Background: an optimization exercise with open tools, aiming at small area. Do not read the settings as production practice. At most, simulation tests tie the RTL to the original design; equivalence was not proved. No functional check of the RTL was part of run 1. The clock port is modelled as an ideal driver; clocking choices that lean on that would not hold on a real chip. Power and IR drop assume default switching activity.

File: flow/flow/run.sh
#!/bin/bash
# Standard ORFS flow, with one extra step between synthesis and floorplan:
# flow/polar.py re-chooses signal polarities in the synthesized netlist (full
# adders and gates with complemented inputs/outputs) to remove inverters.
# Registers are not touched. Extra make settings (clock tree options, port
# buffer cell) come from flow/make_args.txt, one per line.
# Each tool's output goes to its own log file here.
set -euo pipefail
RES=orfs/results/${FLOW_PLATFORM}/deja_glitch_power/base
LIB=${FLOW_HOME}/platforms/${FLOW_PLATFORM}/lib/sky130_fd_sc_hd__tt_025C_1v80.lib
ARGS=()
if [[ -f flow/make_args.txt ]]; then
  while IFS= read -r line; do
    [[ -n "$line" ]] && ARGS+=("$line")
  done < flow/make_args.txt
fi

bash standard.sh synth > log_synth.txt 2>&1
cp ${RES}/1_2_yosys.v 1_2_yosys_standard.v
yosys -q -l log_yosys_json.txt -p "read_liberty -lib ${LIB}; read_verilog ${RES}/1_2_yosys.v; write_json polar_in.json" > /dev/null 2>&1
python3 flow/polar.py ${LIB} polar_in.json polar_out.json > log_polar.txt 2>&1
yosys -q -l log_yosys_write.txt -p "read_json polar_out.json; write_verilog -noattr -nohex -nodec ${RES}/1_2_yosys.v" > /dev/null 2>&1
rm -f ${RES}/1_synth.odb ${RES}/1_synth.sdc
bash standard.sh "PRE_CTS_TCL=$(pwd)/flow/clock.tcl" "${ARGS[@]}" finish > log_finish.txt 2>&1
File: flow/flow/clock.tcl
# PRE_CTS hook: a two-level clock tree. The clock port drives one
# CLOCK_ROOT_BUF buffer; it drives CLOCK_LEAVES leaf buffers (CLOCK_LEAF_BUF),
# each at the centroid of an equal share of the flip-flops, split by
# recursive bisection of their positions. TritonCTS then finds no unbuffered
# clock net with more than one sink, so it adds nothing.
set block [ord::get_db_block]
set db [ord::get_db]
set clknet [$block findNet clk_i]
set leafm [$db findMaster $::env(CLOCK_LEAF_BUF)]
set rootm [$db findMaster $::env(CLOCK_ROOT_BUF)]
set nleaves $::env(CLOCK_LEAVES)

set sinks {}
foreach it [$clknet getITerms] {
  set loc [[$it getInst] getLocation]
  lappend sinks [list $it [lindex $loc 0] [lindex $loc 1]]
}

# split a list of sinks into k groups of near-equal size along the wider side
proc bisect {sinks k} {
  if {$k <= 1} { return [list $sinks] }
  set xs [lmap s $sinks {lindex $s 1}]
  set ys [lmap s $sinks {lindex $s 2}]
  set w [expr {[tcl::mathfunc::max {*}$xs] - [tcl::mathfunc::min {*}$xs]}]
  set h [expr {[tcl::mathfunc::max {*}$ys] - [tcl::mathfunc::min {*}$ys]}]
  set idx [expr {$w >= $h ? 1 : 2}]
  set sorted [lsort -integer -index $idx $sinks]
  set k1 [expr {$k / 2}]
  set n1 [expr {int(round([llength $sinks] * double($k1) / $k))}]
  return [concat [bisect [lrange $sorted 0 [expr {$n1 - 1}]] $k1] \
                 [bisect [lrange $sorted $n1 end] [expr {$k - $k1}]]]
}

set root [odb::dbInst_create $block $rootm clk_root_buf]
set rootnet [odb::dbNet_create $block clk_root]
$rootnet setSigType CLOCK
[$root findITerm A] connect $clknet
[$root findITerm X] connect $rootnet

set ax 0; set ay 0; set c 0
foreach grp [bisect $sinks $nleaves] {
  set buf [odb::dbInst_create $block $leafm clk_leaf_buf_$c]
  set net [odb::dbNet_create $block clk_leaf_$c]
  $net setSigType CLOCK
  set sx 0; set sy 0
  foreach s $grp {
    set it [lindex $s 0]
    $it disconnect
    $it connect $net
    set sx [expr {$sx + [lindex $s 1]}]; set sy [expr {$sy + [lindex $s 2]}]
  }
  set m [llength $grp]
  set x [expr {$sx / $m}]; set y [expr {$sy / $m}]
  [$buf findITerm A] connect $rootnet
  [$buf findITerm X] connect $net
  $buf setLocation $x $y
  $buf setPlacementStatus PLACED
  set ax [expr {$ax + $x}]; set ay [expr {$ay + $y}]
  puts "clock.tcl: leaf $c: $m sinks at $x $y"
  incr c
}
$root setLocation [expr {$ax / $c}] [expr {$ay / $c}]
$root setPlacementStatus PLACED
puts "clock.tcl: root $::env(CLOCK_ROOT_BUF), $c leaves of $::env(CLOCK_LEAF_BUF)"
File: flow/flow/make_args.txt
CLOCK_ROOT_BUF=sky130_fd_sc_hd__clkbuf_8
CLOCK_LEAF_BUF=sky130_fd_sc_hd__clkbuf_4
CLOCK_LEAVES=8
BUFFER_PORTS_ARGS=-buffer_cell sky130_fd_sc_hd__buf_1
CTS_ARGS=-clk_nets clk_i -repair_clock_nets
File: flow/flow/polar.py
#!/usr/bin/env python3
"""Re-choose signal polarities in a mapped sky130 netlist (Yosys JSON) to drop inverters.

Every inverter/buffer chain between two cells is removed.  Each remaining cell may be
replaced by the library cell that computes its function with all inputs complemented
and/or its output(s) complemented (and2 -> nand2/nor2/or2, a21oi -> o21a, fa with all
inputs complemented gives complemented outputs, ...); XOR/XNOR cells accept either
polarity on each input.  Half adders are first split into xor2 + and2 so that their
parts can take part.  The choice is made by simulated annealing on total area, and one
inverter is put back on each net that still has a consumer needing the other polarity.
The logic function of the netlist is unchanged.
usage: polar.py LIB in.json out.json"""
import json, re, sys, random, itertools, math

LIB, IN, OUT = sys.argv[1:4]
P = "sky130_fd_sc_hd__"

# ---------------- liberty ----------------
txt = open(LIB).read()
cells = {}
starts = [m.start() for m in re.finditer(r'\n\s*cell\s*\(\s*"?([\w]+)"?\s*\)', txt)]
starts.append(len(txt))
for a, b in zip(starts, starts[1:]):
    blk = txt[a:b]
    name = re.search(r'cell\s*\(\s*"?([\w]+)"?\s*\)', blk).group(1)
    area = float(re.search(r'\barea\s*:\s*([\d.]+)', blk).group(1))
    pins = {}
    for pm in re.finditer(r'\bpin\s*\(\s*"?(\w+)"?\s*\)\s*\{', blk):
        seg = blk[pm.end(): pm.end() + 4000]
        nxt = re.search(r'\bpin\s*\(', seg)
        if nxt: seg = seg[:nxt.start()]
        d = re.search(r'direction\s*:\s*"?(\w+)"?', seg)
        f = re.search(r'\bfunction\s*:\s*"([^"]*)"', seg)
        pins[pm.group(1)] = (d.group(1) if d else None, f.group(1) if f else None)
    seq = bool(re.search(r'\b(ff|latch|statetable)\s*\(', blk))
    cells[name] = dict(area=area, pins=pins, seq=seq)

def tt(func, ins):
    expr = func.replace('!', '~')
    expr = re.sub(r'\b([A-Za-z_]\w*)\b', lambda m: f"v['{m.group(1)}']", expr)
    out = 0
    for i, vals in enumerate(itertools.product([0, 1], repeat=len(ins))):
        v = dict(zip(ins, vals))
        if eval(expr) & 1:
            out |= 1 << i
    return out

info = {}
for name, c in cells.items():
    if c['seq'] or not name.startswith(P):
        continue
    rest = name[len(P):]
    if rest.startswith('lpflow') or rest.startswith('probe'):
        continue
    ins = sorted(p for p, (d, f) in c['pins'].items() if d == 'input')
    outs = [(p, f) for p, (d, f) in c['pins'].items() if d == 'output' and f]
    if not outs or not ins or len(ins) > 5:
        continue
    try:
        tts = tuple(sorted((p, tt(f, ins)) for p, f in outs))
    except Exception:
        continue
    info[name] = dict(ins=tuple(ins), tts=tts, area=c['area'])

def drive(name):
    m = re.search(r'_(\d+)$', name)
    return int(m.group(1)) if m else -1

lookup = {}
for name, c in info.items():
    rest = name[len(P):]
    if 'dly' in rest or rest.startswith('clk'):
        continue
    key = (c['ins'], tuple(t for p, t in c['tts']))
    lookup.setdefault(key, []).append(name)

def transform(t, n, i, o):
    N = 1 << n
    r = 0
    for x in range(N):
        y = (N - 1 - x) if i else x
        bit = (t >> y) & 1
        if o: bit ^= 1
        r |= bit << x
    return r

def variants(ctype):
    """{(i,o): (celltype, {oldpin:newpin})} for the cell type"""
    c = info.get(ctype)
    if not c: return None
    n = len(c['ins'])
    res = {}
    for i in (0, 1):
        for o in (0, 1):
            tts = [transform(t, n, i, o) for p, t in c['tts']]
            cands = []
            for name in lookup.get((c['ins'], tuple(tts)), []) if len(c['tts']) == 1 else []:
                cands.append(name)
            if len(c['tts']) > 1:
                # multi-output: same cell if self-dual in this (i,o)
                if [t for p, t in c['tts']] == tts:
                    cands = [ctype]
                else:
                    # find a cell with same ins and these tts (any pin names, same order)
                    for name, cc in info.items():
                        if cc['ins'] == c['ins'] and len(cc['tts']) == len(tts) and [t for p, t in cc['tts']] == tts:
                            cands.append(name)
            cands = [x for x in cands if drive(x) == drive(ctype)] or \
                    [x for x in cands if drive(x) >= 1 and drive(x) <= max(1, drive(ctype))]
            if not cands: continue
            best = min(cands, key=lambda x: info[x]['area'])
            pm = {po: pn for (po, _), (pn, _) in zip(c['tts'], info[best]['tts'])}
            res[(i, o)] = (best, pm)
    return res

def is_inv(t): return t in info and len(info[t]['ins']) == 1 and [x for p, x in info[t]['tts']] == [0b01]
def is_buf(t): return t in info and len(info[t]['ins']) == 1 and [x for p, x in info[t]['tts']] == [0b10]
def is_xor(t): return re.match(P + r'x(n)?or[23]_\d+$', t) is not None

# ---------------- netlist ----------------
J = json.load(open(IN))
tops = [k for k, m in J['modules'].items() if m.get('attributes', {}).get('top')] or list(J['modules'])
mod = J['modules'][tops[0]]
C = mod['cells']

def allbits():
    bs = [b for c in C.values() for x in c['connections'].values() for b in x if isinstance(b, int)]
    bs += [b for p in mod['ports'].values() for b in p['bits'] if isinstance(b, int)]
    return bs
nextbit = [max(allbits()) + 1]
def newbit():
    b = nextbit[0]; nextbit[0] += 1; return b

def mkcell(t, conns):
    dirs = {}
    for p in conns:
        d = cells[t]['pins'][p][0]
        dirs[p] = d
    return {'hide_name': 0, 'type': t, 'parameters': {}, 'attributes': {},
            'port_directions': dirs, 'connections': conns}

# split half adders
for cn in [cn for cn, c in C.items() if re.match(P + r'ha_\d+$', c['type'])]:
    c = C.pop(cn)
    a, b = c['connections']['A'], c['connections']['B']
    C[cn + '_s'] = mkcell(P + 'xor2_1', {'A': a, 'B': b, 'X': c['connections']['SUM']})
    C[cn + '_c'] = mkcell(P + 'and2_1', {'A': a, 'B': b, 'X': c['connections']['COUT']})

port_bits = set(b for p in mod['ports'].values() for b in p['bits'] if isinstance(b, int))
driver = {}
for cn, c in C.items():
    for pin, bits in c['connections'].items():
        if c['port_directions'][pin] == 'output':
            for b in bits: driver[b] = (cn, pin)

def in_bit(c):
    return [b for p, bs in c['connections'].items() if c['port_directions'][p] == 'input' for b in bs][0]
def out_bit(c):
    return [b for p, bs in c['connections'].items() if c['port_directions'][p] == 'output' for b in bs][0]

T = set()
for cn, c in C.items():
    if (is_inv(c['type']) or is_buf(c['type'])) and out_bit(c) not in port_bits and isinstance(in_bit(c), int):
        T.add(cn)

def resolve(b):
    q = 0
    while isinstance(b, int) and b in driver and driver[b][0] in T:
        c = C[driver[b][0]]
        q ^= 1 if is_inv(c['type']) else 0
        b = in_bit(c)
    return b, q

VAR = {}
for cn, c in C.items():
    if cn in T: continue
    if is_xor(c['type']):
        VAR[cn] = 'xor'
    else:
        v = variants(c['type'])
        if v and len(v) > 1:
            VAR[cn] = v
state = {cn: (0, 0) for cn in VAR}

cons = []
for cn, c in C.items():
    if cn in T: continue
    for pin, bits in c['connections'].items():
        if c['port_directions'][pin] != 'input': continue
        for i, b in enumerate(bits):
            r, q = resolve(b)
            cons.append((cn, pin, i, r, q))
for pn, p in mod['ports'].items():
    if p['direction'] == 'output':
        for i, b in enumerate(p['bits']):
            r, q = resolve(b)
            if r != b:
                cons.append((None, pn, i, r, q))
by_root = {}
for x in cons:
    by_root.setdefault(x[3], []).append(x)

def rootpol(r):
    if not isinstance(r, int) or r not in driver: return 0
    cn = driver[r][0]
    v = VAR.get(cn)
    if v is None: return 0
    return state[cn][1]

def need(x):
    cn, pin, i, r, q = x
    if cn is None: return q
    v = VAR.get(cn)
    if v == 'xor': return None
    if v is None: return q
    return q ^ state[cn][0]

INV = info[P + 'inv_1']['area']
def root_cost(r):
    pr = rootpol(r)
    for x in by_root.get(r, []):
        n = need(x)
        if n is not None and n != pr:
            return INV
    return 0.0

def cell_area(cn):
    v = VAR[cn]
    if v == 'xor': return info[C[cn]['type']]['area']
    return info[v[state[cn]][0]]['area']

def touched(cn):
    rs = set()
    c = C[cn]
    for pin, bits in c['connections'].items():
        for b in bits:
            rs.add(b if c['port_directions'][pin] == 'output' else resolve(b)[0])
    return rs
tr = {cn: touched(cn) for cn in VAR}
roots = set(by_root)
def total():
    return sum(root_cost(r) for r in roots) + sum(cell_area(cn) for cn in VAR)

def opts(cn):
    v = VAR[cn]
    if v == 'xor': return [(0, 0), (0, 1)]
    return list(v.keys())

base = total()
names = list(VAR)
def anneal(seed, init):
    random.seed(seed)
    state.update(init)
    cur = total()
    best, best_state = cur, dict(state)
    iters = 40 * len(names) * 10
    for it in range(iters):
        temp = 3.0 * (1 - it / iters) + 0.01
        cn = random.choice(names)
        o = opts(cn)
        new = random.choice([x for x in o if x != state[cn]])
        rs = tr[cn]
        old = state[cn]
        before = sum(root_cost(r) for r in rs) + cell_area(cn)
        state[cn] = new
        after = sum(root_cost(r) for r in rs) + cell_area(cn)
        d = after - before
        if d <= 0 or random.random() < math.exp(-d / temp):
            cur += d
            if cur < best - 1e-9:
                best, best_state = cur, dict(state)
        else:
            state[cn] = old
    state.update(best_state)
    for sweep in range(10):
        improved = False
        for cn in names:
            for new in opts(cn):
                rs = tr[cn]; old = state[cn]
                before = sum(root_cost(r) for r in rs) + cell_area(cn)
                state[cn] = new
                after = sum(root_cost(r) for r in rs) + cell_area(cn)
                if after < before - 1e-9: improved = True
                else: state[cn] = old
        if not improved: break
    return total(), dict(state)
inits = [{cn: (0, 0) for cn in names}]
flipped = {}
for cn in names:
    o = opts(cn)
    flipped[cn] = (1, 1) if (1, 1) in o else (0, 0)
inits.append(flipped)
results = []
for k, init in enumerate(inits * 2):
    results.append(anneal(k + 1, init))
    sys.stderr.write(f"polar: run {k} cost {results[-1][0]:.1f}\n")
bestc, bests = min(results, key=lambda x: x[0])
state.update(bests)
final = total()
sys.stderr.write(f"polar: {len(T)} inverters/buffers removed, cost {base:.1f} -> {final:.1f}\n")

# ---------------- rebuild ----------------
inv_of = {}
newcells = {}
def inv_bit(r):
    if r not in inv_of:
        if not isinstance(r, int):
            inv_of[r] = {'0': '1', '1': '0'}.get(r, r)
        else:
            b = newbit()
            newcells[f"polar_inv_{b}"] = mkcell(P + 'inv_1', {'A': [r], 'Y': [b]})
            inv_of[r] = b
    return inv_of[r]

xor_par = {cn: 0 for cn in VAR if VAR[cn] == 'xor'}
for x in cons:
    cn, pin, i, r, q = x
    pr = rootpol(r)
    if cn is None:
        # output port reached through a removed chain: drive it with a buffer/inverter
        n = q
        src = r if n == pr else inv_bit(r)
        b = mod['ports'][pin]['bits'][i]
        newcells[f"polar_obuf_{pin}_{i}"] = mkcell(P + 'buf_1', {'A': [src], 'X': [b]})
        continue
    n = need(x)
    if n is None:
        xor_par[cn] ^= (pr ^ q)
        C[cn]['connections'][pin][i] = r
    elif n == pr:
        C[cn]['connections'][pin][i] = r
    else:
        C[cn]['connections'][pin][i] = inv_bit(r)
for cn, v in VAR.items():
    c = C[cn]
    if v == 'xor':
        if xor_par[cn] ^ state[cn][1]:
            old = c['type']
            newt = old.replace('xnor', 'XOR').replace('xor', 'xnor').replace('XOR', 'xor')
            po = info[old]['tts'][0][0]; pn = info[newt]['tts'][0][0]
            conns = {(pn if p == po else p): bs for p, bs in c['connections'].items()}
            C[cn] = mkcell(newt, conns)
        continue
    newt, pm = v[state[cn]]
    if newt == c['type']:
        continue
    conns = {}
    for p, bs in c['connections'].items():
        conns[pm.get(p, p)] = bs
    C[cn] = mkcell(newt, conns)
for cn in T:
    del C[cn]
C.update(newcells)
json.dump(J, open(OUT, 'w'))
File: flow/standard.sh
#!/bin/bash
# synth_recipe.tcl (not shown) runs the flow's synth.tcl, then flattens the netlist and writes it again
# the make line also repeats each setting of config.mk as NAME=value (left out here)
make -C /OpenROAD-flow-scripts/flow DESIGN_CONFIG=/design/flow/config.mk WORK_HOME=/design/flow/orfs CLKGATE_MAP_FILE= SYNTH_SCRIPT=/design/flow/synth_recipe.tcl "${@:-finish}"
File: flow/config.mk
export PLATFORM = sky130hd
export DESIGN_NAME = deja_glitch_power
export DESIGN_NICKNAME = deja_glitch_power
export VERILOG_FILES = /design/flow/design.v
export SDC_FILE = /design/flow/constraint.sdc
export NUM_CORES = 4
export LEC_CHECK = 0
export CAP_MARGIN = 20
export CORE_MARGIN = 2
export CORE_UTILIZATION = 40
export PLACE_DENSITY = 0.6
export SLEW_MARGIN = 20
File: flow/constraint.sdc
create_clock -name core_clock -period 6.0 [get_ports {clk_i}]
set_input_delay 1.2000 -clock core_clock [delete_from_list [all_inputs] [get_ports {clk_i}]]
set_output_delay 1.2000 -clock core_clock [all_outputs]
set_load 0.01 [all_outputs]
File: flow/design.v
module deja_glitch_power (
	input	wire	clk_i,
	input	wire	rst_i,
	input	wire	stb_i,
	input	wire	we_i,
	input	wire	[3:0] adr_i,
	input	wire	[7:0] dat_i,
	output	reg		ack_o,
	output	reg		[7:0] dat_o,
	input	wire	run_i,
	output	reg		power_o
	);
localparam IDLE = 2'd0, RUN = 2'd1, FIN = 2'd2, RUN_IDLE = 2'd3;
reg	[15:0]	rcn;		 
wire	[15:0]	run_cnt = ~rcn;
reg	[15:0]	nit;		 
reg	[1:0]	state;
reg	[7:0]	size;
reg	[7:0]	step;
reg			finished;
wire m1 = step[0] & nit[0];
wire m2 = step[0] & nit[1];
wire m3 = step[0] & nit[2];
wire m4 = step[0] & nit[3];
wire m5 = step[0] & nit[4];
wire m6 = step[0] & nit[5];
wire m7 = step[0] & nit[6];
wire m8 = step[0] & nit[7];
wire m9 = step[0] & nit[8];
wire m10 = step[0] & nit[9];
wire m11 = step[0] & nit[10];
wire m12 = step[0] & nit[11];
wire m13 = step[0] & nit[12];
wire m14 = step[0] & nit[13];
wire m15 = step[0] & nit[14];
wire m16 = step[0] & nit[15];
wire m17 = step[1] & nit[0];
wire m18 = step[1] & nit[1];
wire m19 = step[1] & nit[2];
wire m20 = step[1] & nit[3];
wire m21 = step[1] & nit[4];
wire m22 = step[1] & nit[5];
wire m23 = step[1] & nit[6];
wire m24 = step[1] & nit[7];
wire m25 = step[1] & nit[8];
wire m26 = step[1] & nit[9];
wire m27 = step[1] & nit[10];
wire m28 = step[1] & nit[11];
wire m29 = step[1] & nit[12];
wire m30 = step[1] & nit[13];
wire m31 = step[1] & nit[14];
wire m32 = step[2] & nit[0];
wire m33 = step[2] & nit[1];
wire m34 = step[2] & nit[2];
wire m35 = step[2] & nit[3];
wire m36 = step[2] & nit[4];
wire m37 = step[2] & nit[5];
wire m38 = step[2] & nit[6];
wire m39 = step[2] & nit[7];
wire m40 = step[2] & nit[8];
wire m41 = step[2] & nit[9];
wire m42 = step[2] & nit[10];
wire m43 = step[2] & nit[11];
wire m44 = step[2] & nit[12];
wire m45 = step[2] & nit[13];
wire m46 = step[3] & nit[0];
wire m47 = step[3] & nit[1];
wire m48 = step[3] & nit[2];
wire m49 = step[3] & nit[3];
wire m50 = step[3] & nit[4];
wire m51 = step[3] & nit[5];
wire m52 = step[3] & nit[6];
wire m53 = step[3] & nit[7];
wire m54 = step[3] & nit[8];
wire m55 = step[3] & nit[9];
wire m56 = step[3] & nit[10];
wire m57 = step[3] & nit[11];
wire m58 = step[3] & nit[12];
wire m59 = step[4] & nit[0];
wire m60 = step[4] & nit[1];
wire m61 = step[4] & nit[2];
wire m62 = step[4] & nit[3];
wire m63 = step[4] & nit[4];
wire m64 = step[4] & nit[5];
wire m65 = step[4] & nit[6];
wire m66 = step[4] & nit[7];
wire m67 = step[4] & nit[8];
wire m68 = step[4] & nit[9];
wire m69 = step[4] & nit[10];
wire m70 = step[4] & nit[11];
wire m71 = step[5] & nit[0];
wire m72 = step[5] & nit[1];
wire m73 = step[5] & nit[2];
wire m74 = step[5] & nit[3];
wire m75 = step[5] & nit[4];
wire m76 = step[5] & nit[5];
wire m77 = step[5] & nit[6];
wire m78 = step[5] & nit[7];
wire m79 = step[5] & nit[8];
wire m80 = step[5] & nit[9];
wire m81 = step[5] & nit[10];
wire m82 = step[6] & nit[0];
wire m83 = step[6] & nit[1];
wire m84 = step[6] & nit[2];
wire m85 = step[6] & nit[3];
wire m86 = step[6] & nit[4];
wire m87 = step[6] & nit[5];
wire m88 = step[6] & nit[6];
wire m89 = step[6] & nit[7];
wire m90 = step[6] & nit[8];
wire m91 = step[6] & nit[9];
wire m92 = step[7] & nit[0];
wire m93 = step[7] & nit[1];
wire m94 = step[7] & nit[2];
wire m95 = step[7] & nit[3];
wire m96 = step[7] & nit[4];
wire m97 = step[7] & nit[5];
wire m98 = step[7] & nit[6];
wire m99 = step[7] & nit[7];
wire m100 = step[7] & nit[8];
wire m101 = run_cnt[5] ^ m21;
wire m102 = run_cnt[5] & m21;
wire m103 = run_cnt[6] ^ m22 ^ m36;
wire m104 = (run_cnt[6] & m22) | (run_cnt[6] & m36) | (m22 & m36);
wire m105 = m49 ^ m61;
wire m106 = m49 & m61;
wire m107 = run_cnt[7] ^ m23 ^ m37;
wire m108 = (run_cnt[7] & m23) | (run_cnt[7] & m37) | (m23 & m37);
wire m109 = m50 ^ m62 ^ m73;
wire m110 = (m50 & m62) | (m50 & m73) | (m62 & m73);
wire m111 = m8 ^ m83;
wire m112 = m8 & m83;
wire m113 = run_cnt[8] ^ m24 ^ m38;
wire m114 = (run_cnt[8] & m24) | (run_cnt[8] & m38) | (m24 & m38);
wire m115 = m51 ^ m63 ^ m74;
wire m116 = (m51 & m63) | (m51 & m74) | (m63 & m74);
wire m117 = m84 ^ m9 ^ m93;
wire m118 = (m84 & m9) | (m84 & m93) | (m9 & m93);
wire m119 = run_cnt[9] ^ m10 ^ m25;
wire m120 = (run_cnt[9] & m10) | (run_cnt[9] & m25) | (m10 & m25);
wire m121 = m39 ^ m52 ^ m64;
wire m122 = (m39 & m52) | (m39 & m64) | (m52 & m64);
wire m123 = m75 ^ m85 ^ m94;
wire m124 = (m75 & m85) | (m75 & m94) | (m85 & m94);
wire m125 = run_cnt[10] ^ m11 ^ m26;
wire m126 = (run_cnt[10] & m11) | (run_cnt[10] & m26) | (m11 & m26);
wire m127 = m40 ^ m53 ^ m65;
wire m128 = (m40 & m53) | (m40 & m65) | (m53 & m65);
wire m129 = m76 ^ m86 ^ m95;
wire m130 = (m76 & m86) | (m76 & m95) | (m86 & m95);
wire m131 = run_cnt[11] ^ m12 ^ m27;
wire m132 = (run_cnt[11] & m12) | (run_cnt[11] & m27) | (m12 & m27);
wire m133 = m41 ^ m54 ^ m66;
wire m134 = (m41 & m54) | (m41 & m66) | (m54 & m66);
wire m135 = m77 ^ m87 ^ m96;
wire m136 = (m77 & m87) | (m77 & m96) | (m87 & m96);
wire m137 = run_cnt[12] ^ m13 ^ m28;
wire m138 = (run_cnt[12] & m13) | (run_cnt[12] & m28) | (m13 & m28);
wire m139 = m42 ^ m55 ^ m67;
wire m140 = (m42 & m55) | (m42 & m67) | (m55 & m67);
wire m141 = m78 ^ m88 ^ m97;
wire m142 = (m78 & m88) | (m78 & m97) | (m88 & m97);
wire m143 = run_cnt[13] ^ m14 ^ m29;
wire m144 = (run_cnt[13] & m14) | (run_cnt[13] & m29) | (m14 & m29);
wire m145 = m43 ^ m56 ^ m68;
wire m146 = (m43 & m56) | (m43 & m68) | (m56 & m68);
wire m147 = m79 ^ m89 ^ m98;
wire m148 = (m79 & m89) | (m79 & m98) | (m89 & m98);
wire m149 = run_cnt[14] ^ m15 ^ m30;
wire m150 = (run_cnt[14] & m15) | (run_cnt[14] & m30) | (m15 & m30);
wire m151 = m44 ^ m57 ^ m69;
wire m152 = (m44 & m57) | (m44 & m69) | (m57 & m69);
wire m153 = m80 ^ m90 ^ m99;
wire m154 = (m80 & m90) | (m80 & m99) | (m90 & m99);
wire m155 = run_cnt[3] ^ m19;
wire m156 = run_cnt[3] & m19;
wire m157 = run_cnt[4] ^ m20 ^ m34;
wire m158 = (run_cnt[4] & m20) | (run_cnt[4] & m34) | (m20 & m34);
wire m159 = m47 ^ m5;
wire m160 = m47 & m5;
wire m161 = m35 ^ m48 ^ m6;
wire m162 = (m35 & m48) | (m35 & m6) | (m48 & m6);
wire m163 = m60 ^ m71 ^ m101;
wire m164 = (m60 & m71) | (m60 & m101) | (m71 & m101);
wire m165 = m7 ^ m72 ^ m82;
wire m166 = (m7 & m72) | (m7 & m82) | (m72 & m82);
wire m167 = m102 ^ m105 ^ m103;
wire m168 = (m102 & m105) | (m102 & m103) | (m105 & m103);
wire m169 = m92 ^ m106 ^ m111;
wire m170 = (m92 & m106) | (m92 & m111) | (m106 & m111);
wire m171 = m104 ^ m107 ^ m109;
wire m172 = (m104 & m107) | (m104 & m109) | (m107 & m109);
wire m173 = m112 ^ m108 ^ m110;
wire m174 = (m112 & m108) | (m112 & m110) | (m108 & m110);
wire m175 = m113 ^ m115 ^ m117;
wire m176 = (m113 & m115) | (m113 & m117) | (m115 & m117);
wire m177 = m114 ^ m116 ^ m118;
wire m178 = (m114 & m116) | (m114 & m118) | (m116 & m118);
wire m179 = m119 ^ m121 ^ m123;
wire m180 = (m119 & m121) | (m119 & m123) | (m121 & m123);
wire m181 = m120 ^ m122 ^ m124;
wire m182 = (m120 & m122) | (m120 & m124) | (m122 & m124);
wire m183 = m125 ^ m127 ^ m129;
wire m184 = (m125 & m127) | (m125 & m129) | (m127 & m129);
wire m185 = m126 ^ m128 ^ m130;
wire m186 = (m126 & m128) | (m126 & m130) | (m128 & m130);
wire m187 = m131 ^ m133 ^ m135;
wire m188 = (m131 & m133) | (m131 & m135) | (m133 & m135);
wire m189 = m132 ^ m134 ^ m136;
wire m190 = (m132 & m134) | (m132 & m136) | (m134 & m136);
wire m191 = m137 ^ m139 ^ m141;
wire m192 = (m137 & m139) | (m137 & m141) | (m139 & m141);
wire m193 = m138 ^ m140 ^ m142;
wire m194 = (m138 & m140) | (m138 & m142) | (m140 & m142);
wire m195 = m143 ^ m145 ^ m147;
wire m196 = (m143 & m145) | (m143 & m147) | (m145 & m147);
wire m197 = m144 ^ m146 ^ m148;
wire m198 = (m144 & m146) | (m144 & m148) | (m146 & m148);
wire m199 = m149 ^ m151 ^ m153;
wire m200 = (m149 & m151) | (m149 & m153) | (m151 & m153);
wire m201 = run_cnt[2] ^ m18;
wire m202 = run_cnt[2] & m18;
wire m203 = m33 ^ m4 ^ m46;
wire m204 = (m33 & m4) | (m33 & m46) | (m4 & m46);
wire m205 = m59 ^ m156 ^ m159;
wire m206 = (m59 & m156) | (m59 & m159) | (m156 & m159);
wire m207 = m160 ^ m158 ^ m161;
wire m208 = (m160 & m158) | (m160 & m161) | (m158 & m161);
wire m209 = m162 ^ m165 ^ m164;
wire m210 = (m162 & m165) | (m162 & m164) | (m165 & m164);
wire m211 = m166 ^ m169 ^ m168;
wire m212 = (m166 & m169) | (m166 & m168) | (m169 & m168);
wire m213 = m170 ^ m172 ^ m173;
wire m214 = (m170 & m172) | (m170 & m173) | (m172 & m173);
wire m215 = m174 ^ m176 ^ m177;
wire m216 = (m174 & m176) | (m174 & m177) | (m176 & m177);
wire m217 = m178 ^ m180 ^ m181;
wire m218 = (m178 & m180) | (m178 & m181) | (m180 & m181);
wire m219 = m182 ^ m184 ^ m185;
wire m220 = (m182 & m184) | (m182 & m185) | (m184 & m185);
wire m221 = m186 ^ m188 ^ m189;
wire m222 = (m186 & m188) | (m186 & m189) | (m188 & m189);
wire m223 = m190 ^ m192 ^ m193;
wire m224 = (m190 & m192) | (m190 & m193) | (m192 & m193);
wire m225 = m194 ^ m196 ^ m197;
wire m226 = (m194 & m196) | (m194 & m197) | (m196 & m197);
wire m227 = run_cnt[1] ^ m17;
wire m228 = run_cnt[1] & m17;
wire m229 = m3 ^ m32 ^ m201;
wire m230 = (m3 & m32) | (m3 & m201) | (m32 & m201);
wire m231 = m202 ^ m155 ^ m203;
wire m232 = (m202 & m155) | (m202 & m203) | (m155 & m203);
wire m233 = m204 ^ m157 ^ m205;
wire m234 = (m204 & m157) | (m204 & m205) | (m157 & m205);
wire m235 = m206 ^ m163 ^ m207;
wire m236 = (m206 & m163) | (m206 & m207) | (m163 & m207);
wire m237 = m208 ^ m167 ^ m209;
wire m238 = (m208 & m167) | (m208 & m209) | (m167 & m209);
wire m239 = m171 ^ m210 ^ m211;
wire m240 = (m171 & m210) | (m171 & m211) | (m210 & m211);
wire m241 = m175 ^ m212 ^ m213;
wire m242 = (m175 & m212) | (m175 & m213) | (m212 & m213);
wire m243 = m179 ^ m214 ^ m215;
wire m244 = (m179 & m214) | (m179 & m215) | (m214 & m215);
wire m245 = m183 ^ m216 ^ m217;
wire m246 = (m183 & m216) | (m183 & m217) | (m216 & m217);
wire m247 = m187 ^ m218 ^ m219;
wire m248 = (m187 & m218) | (m187 & m219) | (m218 & m219);
wire m249 = m191 ^ m220 ^ m221;
wire m250 = (m191 & m220) | (m191 & m221) | (m220 & m221);
wire m251 = m195 ^ m222 ^ m223;
wire m252 = (m195 & m222) | (m195 & m223) | (m222 & m223);
wire m253 = m199 ^ m224 ^ m225;
wire m254 = (m199 & m224) | (m199 & m225) | (m224 & m225);
wire m255 = run_cnt[0] ^ m1;
wire m256 = run_cnt[0] & m1;
wire m257 = m2 ^ m227 ^ m256;
wire m258 = (m2 & m227) | (m2 & m256) | (m227 & m256);
wire m259 = m228 ^ m229 ^ m258;
wire m260 = (m228 & m229) | (m228 & m258) | (m229 & m258);
wire m261 = m230 ^ m231 ^ m260;
wire m262 = (m230 & m231) | (m230 & m260) | (m231 & m260);
wire m263 = m232 ^ m233 ^ m262;
wire m264 = (m232 & m233) | (m232 & m262) | (m233 & m262);
wire m265 = m234 ^ m235 ^ m264;
wire m266 = (m234 & m235) | (m234 & m264) | (m235 & m264);
wire m267 = m236 ^ m237 ^ m266;
wire m268 = (m236 & m237) | (m236 & m266) | (m237 & m266);
wire m269 = m238 ^ m239 ^ m268;
wire m270 = (m238 & m239) | (m238 & m268) | (m239 & m268);
wire [7:0] dlo = {m269, m267, m265, m263, m261, m259, m257, m255};
wire hi0 = ~(m241 ^ m240 ^ m270) &
	~((m243 ^ m242) ^ (m241 | m240)) &
	~((m245 ^ m244) ^ (m243 | m242)) &
	~((m247 ^ m246) ^ (m245 | m244)) &
	~((m249 ^ m248) ^ (m247 | m246)) &
	~((m251 ^ m250) ^ (m249 | m248)) &
	~((m253 ^ m252) ^ (m251 | m250)) &
	~((run_cnt[15] ^ m16 ^ m31 ^ m45 ^ m58 ^ m70 ^ m81 ^ m91 ^ m100 ^ m150 ^ m152 ^ m154 ^ m198 ^ m200 ^ m226 ^ m254) ^ (m253 | m252));
wire eq0 = hi0 && (dlo == 8'd0);
wire eqs = hi0 && (dlo == size);
wire in_idle = (state == IDLE);
wire in_run = (state == RUN);
wire in_fin = (state == FIN);
wire in_ri = (state == RUN_IDLE);
wire next_iter = in_fin | (in_ri & !run_i);
always @(posedge clk_i) begin
	rcn <= (in_run && !rst_i) ? rcn - 16'd1 : ~{15'd0, in_idle & run_i & !rst_i};
	nit <= rst_i ? 16'd0 : next_iter ? nit - 16'd1 : nit;
	finished <= in_fin & !rst_i;
	ack_o <= !rst_i && stb_i && (we_i ? (adr_i[3:1] == 3'd0) : (adr_i < 4'd3));
	if (rst_i) begin
		size <= 8'd1;
		step <= 8'd1;
		power_o <= 1'b1;
		dat_o <= 8'd0;
		state <= IDLE;
	end else begin
		if (stb_i) begin
			if (we_i) begin
				if (adr_i == 4'd0) size <= dat_i;
				if (adr_i == 4'd1) step <= dat_i;
				if (adr_i[3:1] != 3'd0) dat_o <= 8'd0;
			end else begin
				case (adr_i)
				4'd0: dat_o <= size;
				4'd1: dat_o <= step;
				4'd2: dat_o <= {7'd0, finished};
				default: dat_o <= 8'd0;
				endcase
			end
		end
		case (state)
		IDLE: begin
			power_o <= !(run_i && eq0);
			if (run_i) state <= RUN;
		end
		RUN: begin
			if (!run_i) state <= FIN;
			else if (eq0) power_o <= 1'b0;
			else if (eqs) begin
				power_o <= 1'b1;
				state <= RUN_IDLE;
			end
		end
		RUN_IDLE: begin
			if (!run_i) state <= IDLE;
		end
		default: begin
			power_o <= 1'b1;
			state <= IDLE;
		end
		endcase
	end
end
endmodule
==> metrics.csv, run 1 <==
metric,value,unit
outcome,timing/DRC/antenna clean,
Crit Path Class,reg2reg,
Max Transition Viols Final,0,
vias per cell,5.24,
Synth warnings,1,
DP HPWL,8640,µm
Routed WL,11200,µm
slowest CP cell,dfxtp_1,
Storage cell area,1220,µm²
Fin Hold WS,0.512,ns
Design Power,781,µW
Tmin final,5.31,ns
RD Place Congestion,0.817,
Power Dens Cells,148,nW/µm²
arrival time worst endpoint,5.59,ns
setup TNS,0,ns
PortBufs,26,
CTS Hold Buffers Added,0,
share of post-route cells with drive strength above 1,5.77,%
CP most frequent cell,fa_1,
# DRC,0,
first-pass GRT wire length,19000,µm
placed cells,675,
"Gates resized, CTS repair",0,
RSZ-0062 raised after global routing,false,
GRT Util Overall,17.9,%
largest net degree at the start of global routing,47,
via count,3587,
Rel. slew slack,35.5,%
Non-Filler Instances,684,
initial antenna violation count,0,
starting density of the core,40.9,%
final antenna-violating net count,0,
area post-placement,5210,µm²
area of the multi-input gates,3690,µm²
Die Y-Extent,115,µm
setup violators final,0,
clock slew at reported path FFs,0.08,ns
GR Overflow Total,0,
ratio of final minimum period to clock period,88.4,%
wire length per cell,16.4,µm
"Cell Area, Synth",4910,µm²
final instance area,5290,µm²
CP Launch Type,flip-flop,
Hold Crit Class,reg2reg,
clock latency (worst-skew pair),0.37,ns
num rows,40,
CP max FO,16,
CP endpoint kind,flip-flop,
syn avg cell area,9.84,µm²
number of cells produced by synthesis,499,
final hold violation count,0,
iteration count of the initial detailed-routing pass,4,
"Area growth, synth to finish",7.77,%
layout net count,633,
leakage,1.42,nW
First DRT Iteration DRCs,200,
Max Cap Viol,0,
die area,13200,µm²
fmax,0.188,GHz
Post-Syn Nets,593,
Setup Skew,0.0219,ns
Peak VDD IR,0.000111,V
worst slew pin tran,0.959,ns
crit-path max cell delay,0.76,ns
Post-CTS Setup Bufs,0,
Fillers,1178,
vias in the first global route,3832,
"CP delay by family, top",adder cells,
Core ar.,12000,µm²
ant diodes,0,
Worst EP required,6.29,ns
# IOs,27,
CP Buf/Inv Count,0,
Die Wd,115,µm
"critical path, cell by cell","nand2_1, fa_1, fa_1, fa_1, fa_1, fa_1, fa_1, fa_1, xor2_1, nor4_1, nand3b_1, a211o_1, a21oi_1",
[layout by cell type, fill, tap and decap left out, types with 3 or more instances in the layout]
master	instances
a211o_1	3
a22oi_1	8
and3_1	3
buf_1	25
buf_4	3
clkbuf_4	8
dfxtp_1	61
fa_1	77
mux2_2	7
mux2i_1	16
nand2_1	121
nand2_2	4
nand3_1	7
nand4_1	4
nor2_1	50
nor2b_1	3
nor3_1	9
nor4_1	9
o21ai_0	5
or2_1	10
or3_1	5
or4_1	4
xnor2_1	34
xor2_1	34
[registers in the layout, summed over array words and instances (netlist names), 2 cells and up]
name,count
rcn,16
state,2
size,8
dat_o,8
nit,16
step,8
[worst register-to-register path: cells and delay by family, from the launching register on]
kind	cells	cell delay, ns
adders and majority gates	7	3.02
and+or+nand+nor	3	0.87
DFF	1	0.76
AOI/OAI and AO/OA	2	0.40
xor gates and xnor gates	1	0.18
[worst paths after layout]
| check | cells past startpoint | from | end | slack, ns |
|---|---|---|---|---|
| max | 13 | step[2] | power_o | 0.69 |
| min | 2 | dat_o[5] | dat_o[5] | 0.51 |
| max reg2reg | 13 | step[2] | power_o | 0.69 |
| min reg2reg | 2 | dat_o[5] | dat_o[5] | 0.51 |
[layer usage]
metal / track usage [%] / wire, µm / vias up / part of all wire, %
li1: - / - / 1723 / -
met1: 24.2 / 4850 / 1776 / 43
met2: 31.2 / 5640 / 69 / 50
met3: 2.64 / 500 / 19 / 4.4
met4: 3.45 / 250 / 0 / 2.2
met5: 0 / 0 / - / 0
[power breakdown]
group,switching (mW),internal [mW]
clock network,0.141,0.0775
registers,0.0251,0.415
logic,0.0691,0.0529
total,0.235,0.545
[metrics by stage]
stage                     setup slack [ns]  utilization [%]
after floorplan                       1.18                -
after CTS                            0.762             44.0
after global placement               0.922             43.4
final                                0.695             44.0
after global routing                 0.458             44.0
after detailed placement             0.765             43.4
[area by class of cell]
| type | instances | share of cell area (%) |
|---|---|---|
| multi-input cells | 437 | 69.7 |
| plain buffers | 9 | 1.40 |
| inverters | 1 | 0.0710 |
| well taps | 147 | 3.48 |
| flip-flops and latches | 61 | 23.1 |
| repair buffers | 29 | 2.29 |
==> run 2: changes to the inputs <==
--- a/flow/design.v
+++ b/flow/design.v
@@ -304,9 +304,17 @@
 wire in_fin = (state == FIN);
 wire in_ri = (state == RUN_IDLE);
 wire next_iter = in_fin | (in_ri & !run_i);
+wire [16:0] rz, nz;
+assign rz[0] = 1'b1;
+assign nz[0] = next_iter;
+genvar gi;
+generate for (gi = 0; gi < 16; gi = gi + 1) begin : dec
+	assign rz[gi+1] = rz[gi] & ~rcn[gi];
+	assign nz[gi+1] = nz[gi] & ~nit[gi];
+end endgenerate
 always @(posedge clk_i) begin
-	rcn <= (in_run && !rst_i) ? rcn - 16'd1 : ~{15'd0, in_idle & run_i & !rst_i};
-	nit <= rst_i ? 16'd0 : next_iter ? nit - 16'd1 : nit;
+	rcn <= (in_run && !rst_i) ? rcn ^ rz[15:0] : ~{15'd0, in_idle & run_i & !rst_i};
+	nit <= rst_i ? 16'd0 : nit ^ nz[15:0];
 	finished <= in_fin & !rst_i;
 	ack_o <= !rst_i && stb_i && (we_i ? (adr_i[3:1] == 3'd0) : (adr_i < 4'd3));
 	if (rst_i) begin
--- a/flow/flow/run.sh
+++ b/flow/flow/run.sh
@@ -18,7 +18,7 @@
 bash standard.sh synth > log_synth.txt 2>&1
 cp ${RES}/1_2_yosys.v 1_2_yosys_standard.v
 yosys -q -l log_yosys_json.txt -p "read_liberty -lib ${LIB}; read_verilog ${RES}/1_2_yosys.v; write_json polar_in.json" > /dev/null 2>&1
-python3 flow/polar.py ${LIB} polar_in.json polar_out.json > log_polar.txt 2>&1
+python3 flow/polar.py ${LIB} polar_in.json polar_out.json --downsize > log_polar.txt 2>&1
 yosys -q -l log_yosys_write.txt -p "read_json polar_out.json; write_verilog -noattr -nohex -nodec ${RES}/1_2_yosys.v" > /dev/null 2>&1
 rm -f ${RES}/1_synth.odb ${RES}/1_synth.sdc
 bash standard.sh "PRE_CTS_TCL=$(pwd)/flow/clock.tcl" "${ARGS[@]}" finish > log_finish.txt 2>&1
--- a/flow/flow/polar.py
+++ b/flow/flow/polar.py
@@ -13,6 +13,7 @@
 import json, re, sys, random, itertools, math
 
 LIB, IN, OUT = sys.argv[1:4]
+DOWNSIZE = '--downsize' in sys.argv
 P = "sky130_fd_sc_hd__"
 
 # ---------------- liberty ----------------
@@ -351,4 +352,17 @@
 for cn in T:
     del C[cn]
 C.update(newcells)
+# drive strength: the later repair steps upsize what timing needs, so start every
+# combinational cell at its smallest drive with the same pins
+if DOWNSIZE:
+    for cn, c in list(C.items()):
+        t = c['type']
+        m = re.match(r'(.*)_(\d+)$', t)
+        if not m or t not in info or int(m.group(2)) <= 1:
+            continue
+        alt = m.group(1) + '_1'
+        if alt in info and info[alt]['ins'] == info[t]['ins'] and \
+                [p for p, _ in info[alt]['tts']] == [p for p, _ in info[t]['tts']] and \
+                info[alt]['area'] < info[t]['area']:
+            c['type'] = alt
 json.dump(J, open(OUT, 'w'))
==> run 2 against run 1 <==
Still clean. Clock power rose by 3%. Worst setup slack got worse by 0.048 ns. Final cell count rose by 1.6%. Sequential power fell by 2%. Via count fell by 2.0%. Total power fell by 3.0%. Wire length fell by 1.4%. Clock skew rose by 0.0061 ns.
==> metrics.csv, run 2 <==
metric,value,unit,change
Core ar.,11900,µm²,-0.83%
Routed WL,11100,µm,-1.4%
wire length per cell,15.9,µm,-2.9%
GR Overflow Total,0,,unchanged
"most common cell after layout, fill and taps aside",nand2_1,,
CP most frequent cell,fa_1,,
num rows,40,,unchanged
Synth warnings,1,,unchanged
Max Transition Viols Final,0,,unchanged
RSZ-0062 raised after global routing,false,,
vias in the first global route,3786,,-1.2%
CP Buf/Inv Count,0,,unchanged
arrival time worst endpoint,5.65,ns,+0.06 ns
CTS Hold Buffers Added,0,,unchanged
Post-Syn Nets,601,,+1.3%
"Gates resized, CTS repair",0,,unchanged
crit-path max cell delay,0.52,ns,-0.24 ns
vias per cell,5.06,,-3.5%
iteration count of the initial detailed-routing pass,4,,unchanged
setup violators final,0,,unchanged
DP HPWL,8610,µm,-0.30%
Power Dens Cells,144,nW/µm²,-2.3%
Worst EP required,6.30,ns,about the same
Fin Hold WS,0.519,ns,+0.00781 ns
clock latency (worst-skew pair),0.37,ns,about the same
Non-Filler Instances,695,,+1.6%
GRT Util Overall,18.2,%,+0.22 points
slowest CP cell,dfxtp_1,,
placed cells,686,,+1.6%
CP endpoint kind,flip-flop,,
PortBufs,26,,unchanged
"commonest non-fill, non-tap cells in the layout","122 x nand2_1, 77 x nor2_1, 77 x fa_1",,
layout net count,644,,+1.7%
Post-CTS Setup Bufs,0,,unchanged
Rel. slew slack,38.2,%,+2.7 points
worst slew pin tran,0.927,ns,-0.0317 ns
Design Power,757,µW,-3.0%
# DRC,0,,unchanged
Crit Path Class,reg2reg,,
RD Place Congestion,0.927,,+13%
die area,13000,µm²,-1.2%
Setup Skew,0.0281,ns,+0.00612 ns
starting density of the core,40.7,%,-0.15 points
Regs by FF count,"nit: 16 flops, rcn: 16 flops",,
ant diodes,0,,unchanged
number of cells produced by synthesis,507,,+1.6%
"critical path, cell by cell","nand2_1, xor2_1, fa_1, fa_1, fa_1, fa_1, fa_1, fa_1, fa_1, xor2_1, nand4_1, or3b_2, o31a_1, nor2_1",,
leakage,1.82,nW,+28%
# IOs,27,,unchanged
share of post-route cells with drive strength above 1,4.56,%,-1.2 points
Fillers,1202,,+2.0%
outcome,timing/DRC/antenna clean,,
ratio of final minimum period to clock period,89.2,%,+0.80 points
CP max FO,8,,-8
final antenna-violating net count,0,,unchanged
first-pass GRT wire length,19100,µm,+0.18%
Tmin final,5.35,ns,+0.0479 ns
via count,3517,,-2.0%
final hold violation count,0,,unchanged
CP Launch Type,flip-flop,,
"Cell Area, Synth",4850,µm²,-1.2%
fmax,0.187,GHz,-0.89%
"Area growth, synth to finish",8.28,%,
largest net degree at the start of global routing,47,,unchanged
final core occ,44.1,%,+0.044 points
Die Y-Extent,114,µm,-0.58%
Max Cap Viol,0,,unchanged
"CP delay by family, top",adder cells,,
syn avg cell area,9.57,µm²,-2.8%
Peak VDD IR,0.0000761,V,-31%
Die Wd,114,µm,-0.58%
First DRT Iteration DRCs,186,,-7.0%
clock slew at reported path FFs,0.09,ns,about the same
setup TNS,0,ns,unchanged
initial antenna violation count,0,,unchanged
Hold Crit Class,reg2reg,,
==> run 2: cell type report <==
class,count,area [µm²],area share [%]
inverter,26,97.6,1.86
sequential,61,1220,23.3
timing repair buffer,32,144,2.74
multi-input combinational,420,3530,67.2
tap,147,184,3.50
buffer,9,73.8,1.41
==> run 2: path summary, 6_finish.rpt <==
check | start | end | slack [ns] | depth (start not counted)
setup / recovery | step[1] | power_o | 0.65 | 14
hold / removal | dat_o[7] | dat_o[7] | 0.52 | 2
setup reg to reg | step[1] | power_o | 0.65 | 14
hold reg to reg | dat_o[7] | dat_o[7] | 0.52 | 2
==> run 2: routing by layer <==
layer	track usage, %	vias up	share of wire [%]
li1	-	1663	-
met2	32.0	87	50
met1	25.1	1754	44
met3	1.16	13	3.6
met5	0	-	0
met4	3.25	0	1.4
==> run 2: where the power goes <==
group	total, mW	internal (mW)	leakage, nW	switching [mW]
logic	0.103	0.0431	1.28	0.0598
clock network	0.225	0.0776	0.0440	0.147
registers	0.430	0.414	0.496	0.0157
total	0.757	0.534	1.82	0.223
==> run 2: worst min-delay path, cell delays in order (launching register included) <==
cell and delay [ns]:
dfxtp_1 0.33, a22oi_1 0.08, nor2_1 0.08
==> run 2: stage by stage <==
step	worst slack, ns	cell area, µm²
6_report	0.647	5250
5_1_grt	0.465	5250
4_1_cts	0.685	5250
3_5_place_dp	0.695	5180
3_3_place_gp	0.855	5180
2_1_floorplan	0.896	4850
==> run 3: changes to the inputs <==
--- a/flow/config.mk
+++ b/flow/config.mk
@@ -7,6 +7,6 @@
 export LEC_CHECK = 0
 export CAP_MARGIN = 20
 export CORE_MARGIN = 2
-export CORE_UTILIZATION = 40
-export PLACE_DENSITY = 0.6
+export CORE_UTILIZATION = 65
+export PLACE_DENSITY = 0.8
 export SLEW_MARGIN = 20
==> run 3 against run 2 <==
Hold slack got worse by 0.0026 ns. Core utilization rose by 27 points. Wire length fell by 7.1%. Synthesized cell count did not move. Largest cell class unchanged. Highest routed layer unchanged.
==> metrics.csv, run 3 <==
metric,value,unit,change
final antenna-violating net count,0,,unchanged
Critical R2R Launch,step[2],,
WHS Endpoint,dat_o[4],,
GR Overflow Total,0,,unchanged
die area,8170,µm²,-37%
CTS Hold Buffers Added,0,,unchanged
"Cell Area, Synth",4850,µm²,unchanged
CP endpoint kind,flip-flop,,
Tmin final,5.51,ns,+0.160 ns
setup TNS,0,ns,unchanged
final worst slack,0.487,ns,-0.160 ns
# IOs,27,,unchanged
initial antenna violation count,0,,unchanged
# DRC,0,,unchanged
RD Place Congestion,1.00,,+8.2%
"critical path, cell by cell","inv_1, nor2_1, fa_1, fa_1, fa_1, fa_1, fa_1, fa_1, fa_1, xor2_1, nor4_1, a21boi_0, o31a_1, nor2_1",,
CP most frequent cell,fa_1,,
proportion of power drawn by the clock network,28.8,%,-0.9 points
slowest CP cell,dfxtp_1,,
Max Cap Viol,0,,unchanged
clock latency (worst-skew pair),0.36,ns,about the same
met1 usage,34.5,%,+9.4 points
GRT Util Overall,26.6,%,+8.5 points
Die Y-Extent,90.4,µm,-21%
Worst EP required,6.28,ns,-0.02 ns
Worst path depth,14,,unchanged
via count,3555,,+1.1%
Hold Crit Depth,2,,unchanged
"most common cell after layout, fill and taps aside",nand2_1,,
Sw Ratio,28.7,%,-0.74 points
grt met3 use,4.01,%,+2.8 points
"CP delay by family, top",adder cells,,
num rows,31,,-23%
Reg2Reg Capture Point,power_o,,
R2R setup slack,0.49,ns,-0.16 ns
vias per cell,5.52,,+9.1%
busiest grt layer,met2,,
Crit Path Class,reg2reg,,
PortBufs,26,,unchanged
min-delay src,dat_o[4],,
syn avg cell area,9.57,µm²,unchanged
"Area growth, synth to finish",6.73,%,
Post-CTS Setup Bufs,0,,unchanged
Routed WL,10300,µm,-7.1%
DP HPWL,8250,µm,-4.2%
Setup Skew,0.0302,ns,+0.00210 ns
Rel. slew slack,40.6,%,+2.4 points
First DRT Iteration DRCs,145,,-22%
worst slew pin tran,0.892,ns,-0.0353 ns
arrival time worst endpoint,5.80,ns,+0.15 ns
starting density of the core,66.9,%,+26 points
Core ar.,7250,µm²,-39%
Hold Crit Class,reg2reg,,
ratio of final minimum period to clock period,91.9,%,+2.7 points
leakage,1.80,nW,-0.68%
crit-path max cell delay,0.62,ns,+0.10 ns
Peak VDD IR,0.000144,V,+89%
share of post-route cells with drive strength above 1,4.22,%,-0.34 points
first-pass GRT wire length,17900,µm,-6.4%
dpl ws,0.628,ns,-0.0666 ns
ant diodes,0,,unchanged
wire length per cell,16.0,µm,+0.26%
Max Transition Viols Final,0,,unchanged
Comb pwr share,13.9,%,+0.3 points
sequential share of power,57.3,%,+0.6 points
largest net degree at the start of global routing,47,,unchanged
CP max FO,12,,+4
iteration count of the initial detailed-routing pass,4,,unchanged
Post-Syn Nets,601,,unchanged
Die Wd,90.4,µm,-21%
CP Buf/Inv Count,1,,+1
cells on worst reg2reg path,14,,unchanged
Synth warnings,1,,unchanged
Regs by FF count,"nit: 16 flops, rcn: 16 flops",,
number of cells produced by synthesis,507,,unchanged
RSZ-0062 raised after global routing,false,,
M2 GR Usage,47.0,%,+15 points
Power Dens Cells,145,nW/µm²,+0.32%
fmax,0.181,GHz,-2.9%
layout net count,641,,-0.47%
setup violators final,0,,unchanged
clock slew at reported path FFs,0.09,ns,about the same
Non-Filler Instances,644,,-7.3%
Net Sw Power,215,µW,-3.6%
"commonest non-fill, non-tap cells in the layout","122 x nand2_1, 77 x nor2_1, 77 x fa_1",,
final hold violation count,0,,unchanged
internal power,534,µW,about the same
placed cells,635,,-7.4%
outcome,timing/DRC/antenna clean,,
CP Launch Type,flip-flop,,
vias in the first global route,3830,,+1.2%
"Gates resized, CTS repair",0,,unchanged
[run 3: tightest hold or removal path: stages (launching register included)]
cell	delay, ns
dfxtp_1	0.34
a22oi_1	0.08
nor2_1	0.07
[run 3: through the flow]
step           util [%]  power (mW)  area [µm²]  hold slack [ns]
2_1_floorplan         -       0.505        4850            0.478
4_1_cts            71.3       0.691        5170            0.504
3_5_place_dp       70.2       0.541        5090            0.495
3_3_place_gp       70.2       0.537        5090            0.469
5_1_grt            71.4       0.783        5180            0.543
6_report           71.4       0.749        5180            0.517
[run 3: worst max path at each step]
stage	start	endpoint	slack, ns
finish	step[2]	power_o	0.49
global route	step[2]	power_o	0.25
CTS	step[1]	power_o	0.59
detailed placement	step[2]	power_o	0.63
global placement	step[3]	power_o	0.75
floorplan	step[1]	power_o	0.90
[run 3: power groups by stage]
stage          combinational, mW  clock [mW]  sequential, mW
2_1_floorplan             0.0721           0           0.433
3_3_place_gp              0.0997           0           0.438
3_5_place_dp               0.103           0           0.438
4_1_cts                    0.103       0.149           0.438
5_1_grt                    0.116       0.236           0.431
6_report                   0.104       0.215           0.429
[run 3: cell type report]
| cell class | instances | area (µm²) |
|---|---|---|
| inverter | 26 | 97.6 |
| tap | 99 | 124 |
| fill | 551 | 2080 |
| buffer | 9 | 73.8 |
| multi-input combinational | 420 | 3540 |
| timing repair buffer | 29 | 121 |
| sequential | 61 | 1220 |
[run 3: per-layer routing]
layer / vias up / part of all wire (%)
met1: 1762 / 41
met2: 108 / 50
li1: 1661 / -
met3: 24 / 6.1
met5: - / 0
met4: 0 / 2.7
==> run 4: changes to the inputs <==
--- a/flow/flow/run.sh
+++ b/flow/flow/run.sh
@@ -18,7 +18,11 @@
 bash standard.sh synth > log_synth.txt 2>&1
 cp ${RES}/1_2_yosys.v 1_2_yosys_standard.v
 yosys -q -l log_yosys_json.txt -p "read_liberty -lib ${LIB}; read_verilog ${RES}/1_2_yosys.v; write_json polar_in.json" > /dev/null 2>&1
-python3 flow/polar.py ${LIB} polar_in.json polar_out.json --downsize > log_polar.txt 2>&1
-yosys -q -l log_yosys_write.txt -p "read_json polar_out.json; write_verilog -noattr -nohex -nodec ${RES}/1_2_yosys.v" > /dev/null 2>&1
+POLAR_ITERS=2000 python3 flow/polar.py ${LIB} polar_in.json polar_out.json --downsize > log_polar.txt 2>&1
+# keep the new netlist only if it computes the same flip-flop inputs and outputs
+# as the synthesized one on random patterns
+if python3 flow/check.py ${LIB} polar_in.json polar_out.json > log_check.txt 2>&1; then
+  yosys -q -l log_yosys_write.txt -p "read_json polar_out.json; write_verilog -noattr -nohex -nodec ${RES}/1_2_yosys.v" > /dev/null 2>&1
+fi
 rm -f ${RES}/1_synth.odb ${RES}/1_synth.sdc
 bash standard.sh "PRE_CTS_TCL=$(pwd)/flow/clock.tcl" "${ARGS[@]}" finish > log_finish.txt 2>&1
==> flow/flow/check.py (new file) <==
"""Random-pattern equivalence of two netlists (Yosys JSON, same flops/ports):
compares every flop D input and output port for 256 random patterns of
flop outputs and input ports. Usage: check.py LIB a.json b.json"""
import json, re, sys, random
sys.setrecursionlimit(100000)
LIB, A, B = sys.argv[1:4]
txt = open(LIB).read()
funcs = {}
st = [m for m in re.finditer(r'\n\s*cell\s*\(\s*"?(\w+)"?\s*\)', txt)]
for m, n in zip(st, st[1:] + [None]):
    blk = txt[m.end(): n.start() if n else len(txt)]
    f = {}
    for pm in re.finditer(r'\bpin\s*\(\s*"?(\w+)"?\s*\)\s*\{', blk):
        seg = blk[pm.end(): pm.end() + 4000]
        nx = re.search(r'\bpin\s*\(', seg)
        if nx: seg = seg[:nx.start()]
        fm = re.search(r'\bfunction\s*:\s*"([^"]*)"', seg)
        d = re.search(r'direction\s*:\s*"?(\w+)"?', seg)
        if fm and d and d.group(1) == 'output':
            f[pm.group(1)] = fm.group(1)
    funcs[m.group(1)] = f
W = 1024
MASK = (1 << W) - 1
def ev(expr, v):
    e = expr.replace('!', '~')
    e = re.sub(r'\b([A-Za-z_]\w*)\b', lambda m: f"v['{m.group(1)}']", e)
    return eval(e) & MASK

def load(f):
    m = json.load(open(f))['modules']['deja_glitch_power']
    return m
def run(m, seedvals):
    C = m['cells']
    drv = {}
    for cn, c in C.items():
        for p, bs in c['connections'].items():
            if c['port_directions'][p] == 'output':
                for b in bs: drv[b] = (cn, p)
    val = {'0': 0, '1': MASK, 'x': 0}
    # sources: input ports, flop outputs named by cell name
    for pn, p in m['ports'].items():
        if p['direction'] == 'input':
            for i, b in enumerate(p['bits']):
                val[b] = seedvals[(pn, i)]
    for cn, c in C.items():
        if 'dfxtp' in c['type']:
            val[c['connections']['Q'][0]] = seedvals[('ff', cn)]
    memo = {}
    def get(b):
        if b in val: return val[b]
        cn, p = drv[b]
        c = C[cn]
        v = {pp: get(bs[0]) for pp, bs in c['connections'].items() if c['port_directions'][pp] == 'input'}
        r = ev(funcs[c['type']][p], v)
        val[b] = r
        return r
    out = {}
    for cn, c in C.items():
        if 'dfxtp' in c['type']:
            out[('D', cn)] = get(c['connections']['D'][0])
    for pn, p in m['ports'].items():
        if p['direction'] == 'output':
            for i, b in enumerate(p['bits']):
                out[('port', pn, i)] = get(b)
    return out
ma, mb = load(A), load(B)
random.seed(7)
seed = {}
for pn, p in ma['ports'].items():
    if p['direction'] == 'input':
        for i in range(len(p['bits'])): seed[(pn, i)] = random.getrandbits(W)
for cn, c in ma['cells'].items():
    if 'dfxtp' in c['type']: seed[('ff', cn)] = random.getrandbits(W)
oa, ob = run(ma, seed), run(mb, seed)
bad = [k for k in oa if oa[k] != ob.get(k)]
print("check: %d outputs, %d differ" % (len(oa), len(bad)), bad[:10])
sys.exit(1 if bad else 0)
# locate: bits computed in both whose values are neither equal nor complementary
def allvals(m, seedvals):
    C = m['cells']
    drv = {}
    for cn, c in C.items():
        for p, bs in c['connections'].items():
            if c['port_directions'][p] == 'output':
                for b in bs: drv[b] = (cn, p)
    res = {}
    run(m, seedvals)
    return drv
--- a/flow/flow/polar.py
+++ b/flow/flow/polar.py
@@ -10,7 +10,7 @@
 inverter is put back on each net that still has a consumer needing the other polarity.
 The logic function of the netlist is unchanged.
 usage: polar.py LIB in.json out.json"""
-import json, re, sys, random, itertools, math
+import json, re, sys, random, itertools, math, os
 
 LIB, IN, OUT = sys.argv[1:4]
 DOWNSIZE = '--downsize' in sys.argv
@@ -144,8 +144,8 @@
 for cn in [cn for cn, c in C.items() if re.match(P + r'ha_\d+$', c['type'])]:
     c = C.pop(cn)
     a, b = c['connections']['A'], c['connections']['B']
-    C[cn + '_s'] = mkcell(P + 'xor2_1', {'A': a, 'B': b, 'X': c['connections']['SUM']})
-    C[cn + '_c'] = mkcell(P + 'and2_1', {'A': a, 'B': b, 'X': c['connections']['COUT']})
+    C[cn + '_s'] = mkcell(P + 'xor2_1', {'A': list(a), 'B': list(b), 'X': list(c['connections']['SUM'])})
+    C[cn + '_c'] = mkcell(P + 'and2_1', {'A': list(a), 'B': list(b), 'X': list(c['connections']['COUT'])})
 
 port_bits = set(b for p in mod['ports'].values() for b in p['bits'] if isinstance(b, int))
 driver = {}
@@ -254,7 +254,7 @@
     state.update(init)
     cur = total()
     best, best_state = cur, dict(state)
-    iters = 40 * len(names) * 10
+    iters = int(os.environ.get("POLAR_ITERS", "400")) * len(names)
     for it in range(iters):
         temp = 3.0 * (1 - it / iters) + 0.01
         cn = random.choice(names)
@@ -292,7 +292,7 @@
     flipped[cn] = (1, 1) if (1, 1) in o else (0, 0)
 inits.append(flipped)
 results = []
-for k, init in enumerate(inits * 2):
+for k, init in enumerate(inits * int(os.environ.get("POLAR_RESTARTS", "2"))):
     results.append(anneal(k + 1, init))
     sys.stderr.write(f"polar: run {k} cost {results[-1][0]:.1f}\n")
 bestc, bests = min(results, key=lambda x: x[0])
@@ -339,7 +339,7 @@
             old = c['type']
             newt = old.replace('xnor', 'XOR').replace('xor', 'xnor').replace('XOR', 'xor')
             po = info[old]['tts'][0][0]; pn = info[newt]['tts'][0][0]
-            conns = {(pn if p == po else p): bs for p, bs in c['connections'].items()}
+            conns = {(pn if p == po else p): list(bs) for p, bs in c['connections'].items()}
             C[cn] = mkcell(newt, conns)
         continue
     newt, pm = v[state[cn]]
@@ -347,7 +347,7 @@
         continue
     conns = {}
     for p, bs in c['connections'].items():
-        conns[pm.get(p, p)] = bs
+        conns[pm.get(p, p)] = list(bs)
     C[cn] = mkcell(newt, conns)
 for cn in T:
     del C[cn]
==> run 4 against run 3 <==
Still clean. Clock power up 4%. Via count rose by 1.6%. Critical path depth grew 2. Hold slack worse by 0.0041 ns. Worst setup slack better by 0.35 ns. Largest cell class unchanged. Highest routed layer unchanged.
==> metrics.csv, run 4 <==
metric,value,unit,change
outcome,timing/DRC/antenna clean,,
"most common cell after layout, fill and taps aside",nand2_1,,
slowest CP cell,dfxtp_1,,
CP Launch Type,flip-flop,,
setup violators final,0,,unchanged
Critical R2R Launch,step[1],,
layout net count,635,,-0.94%
Crit Path Class,reg2reg,,
fmax,0.194,GHz,+6.7%
First DRT Iteration DRCs,202,,+39%
final hold violation count,0,,unchanged
# IOs,27,,unchanged
final antenna-violating net count,0,,unchanged
setup TNS,0,ns,unchanged
Regs by FF count,"nit: 16 flops, rcn: 16 flops",,
RSZ-0062 raised after global routing,false,,
Post-Syn Nets,596,,-0.83%
"Area growth, synth to finish",6.60,%,
Max Transition Viols Final,0,,unchanged
syn avg cell area,9.63,µm²,+0.66%
Max Cap Viol,0,,unchanged
Routed WL,10800,µm,+5.1%
min-delay src,dat_o[4],,
initial antenna violation count,0,,unchanged
Die Wd,90.2,µm,-0.16%
Worst EP required,6.29,ns,about the same
"Cell Area, Synth",4830,µm²,-0.34%
CP Launch Point,step[1],,
Die Y-Extent,90.2,µm,-0.16%
vias per cell,5.66,,+2.5%
Hold Crit Class,reg2reg,,
"critical path, cell by cell","inv_1, nor2_1, nand2_1, fa_1, fa_1, inv_1, fa_1, inv_1, fa_1, fa_1, fa_1, xnor2_1, nor4_1, a21boi_0, o31a_1, nor2_1",,
first-pass GRT wire length,18400,µm,+3.3%
GRT Util Overall,27.7,%,+1.0 points
# DRC,0,,unchanged
largest net degree at the start of global routing,47,,unchanged
PortBufs,26,,unchanged
final worst slack,0.835,ns,+0.348 ns
number of cells produced by synthesis,502,,-0.99%
final core occ,71.4,%,about the same
crit-path max cell delay,0.82,ns,+0.20 ns
CTS Hold Buffers Added,0,,unchanged
Rel. slew slack,38.4,%,-2.1 points
Core ar.,7210,µm²,-0.53%
Tmin final,5.17,ns,-0.348 ns
leakage,1.59,nW,-12%
RD Place Congestion,0.914,,-8.9%
iteration count of the initial detailed-routing pass,4,,unchanged
CP Buf/Inv Count,3,,+2
clock latency (worst-skew pair),0.37,ns,about the same
share of post-route cells with drive strength above 1,3.90,%,-0.32 points
Power Dens Cells,151,nW/µm²,+4.3%
Peak VDD IR,0.000145,V,+1.2%
num rows,31,,unchanged
worst slew pin tran,0.924,ns,+0.0321 ns
clock slew at reported path FFs,0.10,ns,about the same
Fillers,553,,+0.36%
CP endpoint kind,flip-flop,,
Post-CTS Setup Bufs,0,,unchanged
vias in the first global route,3896,,+1.7%
via count,3611,,+1.6%
ratio of final minimum period to clock period,86.1,%,-5.8 points
starting density of the core,67.0,%,+0.13 points
CP max FO,16,,+4
Setup Skew,0.0305,ns,+0.000323 ns
DP HPWL,8340,µm,+1.1%
arrival time worst endpoint,5.46,ns,-0.34 ns
die area,8140,µm²,-0.32%
dpl ws,0.962,ns,+0.334 ns
GR Overflow Total,0,,unchanged
Synth warnings,1,,unchanged
"Gates resized, CTS repair",0,,unchanged
"commonest non-fill, non-tap cells in the layout","136 x nand2_1, 77 x fa_1, 62 x nor2_1",,
CP most frequent cell,fa_1,,
"CP delay by family, top",adder cells,,
wire length per cell,17.0,µm,+6.1%
ant diodes,0,,unchanged
[run 4: where the power goes]
group | internal (mW) | switching, mW
Clock | 0.0776 | 0.147
Sequential | 0.415 | 0.0239
Combinational | 0.0489 | 0.0651
[run 4: final cells by class]
type	instances	area [µm²]	area share, %
Buffer	9	73.8	1.43
Inverter	21	78.8	1.53
Multi-Input combinational cell	420	3540	68.7
Sequential cell	61	1220	23.7
Tap cell	99	124	2.40
Timing Repair Buffer	28	114	2.21
[run 4: layer usage]
layer	part of all wire (%)	GRT usage, %	up-vias
li1	-	-	1655
met1	42	36.7	1809
met2	50	48.8	120
met3	6.0	3.44	27
met4	2.3	6.41	0
met5	0	0	-
[run 4: final timing paths]
path | cells past startpoint | slack (ns) | end
hold reg to reg | 2 | 0.51 | dat_o[4]
setup reg to reg | 16 | 0.83 | power_o
setup / recovery | 16 | 0.83 | power_o
hold / removal | 2 | 0.51 | dat_o[4]
[run 4: worst min-delay path: stages (launching register included)]
cell and delay, ns:
dfxtp_1 0.33, a22oi_1 0.08, nor2_1 0.07
[run 4: per-stage QoR]
stage          instance area, µm²  power [mW]  cells  hold WS, ns
2_1_floorplan                4830       0.518    502        0.478
3_3_place_gp                 5070       0.554    629        0.490
3_5_place_dp                 5070       0.560    629        0.499
4_1_cts                      5140       0.710    638        0.498
5_1_grt                      5150       0.802    638        0.556
6_report                     5150       0.777    638        0.513

==> re-timing with driven ports <==
No port has a modelled driver above. Below, the same layouts with a new extraction and two added sets of constraints. Step 1 assumes that a clkbuf_16 drives the clock port and a buf_2 every other input. Step 2, shift: input delay + t, output delay - t, t = (earliest + latest rising clock arrival at the registers) / 2. This alone moves slack from input paths to output paths. Three values: no drivers, after step 1, after step 2; two values: the first two.
run | t (ns) | setup WS [ns] | worst setup path after step 2 | worst register clock-pin slew, ns | worst data-port slew with drivers (ns)
run 1 | 0.388 | 0.695 / 0.695 / 0.695 | register to register | 0.10 / 0.10 | 0.04
run 2 | 0.385 | 0.647 / 0.647 / 0.647 | register to register | 0.11 / 0.11 | 0.03
run 3 | 0.377 | 0.487 / 0.487 / 0.487 | register to register | 0.11 / 0.11 | 0.03
run 4 | 0.389 | 0.835 / 0.835 / 0.835 | register to register | 0.12 / 0.12 | 0.03
After both steps every run listed still meets setup and hold.
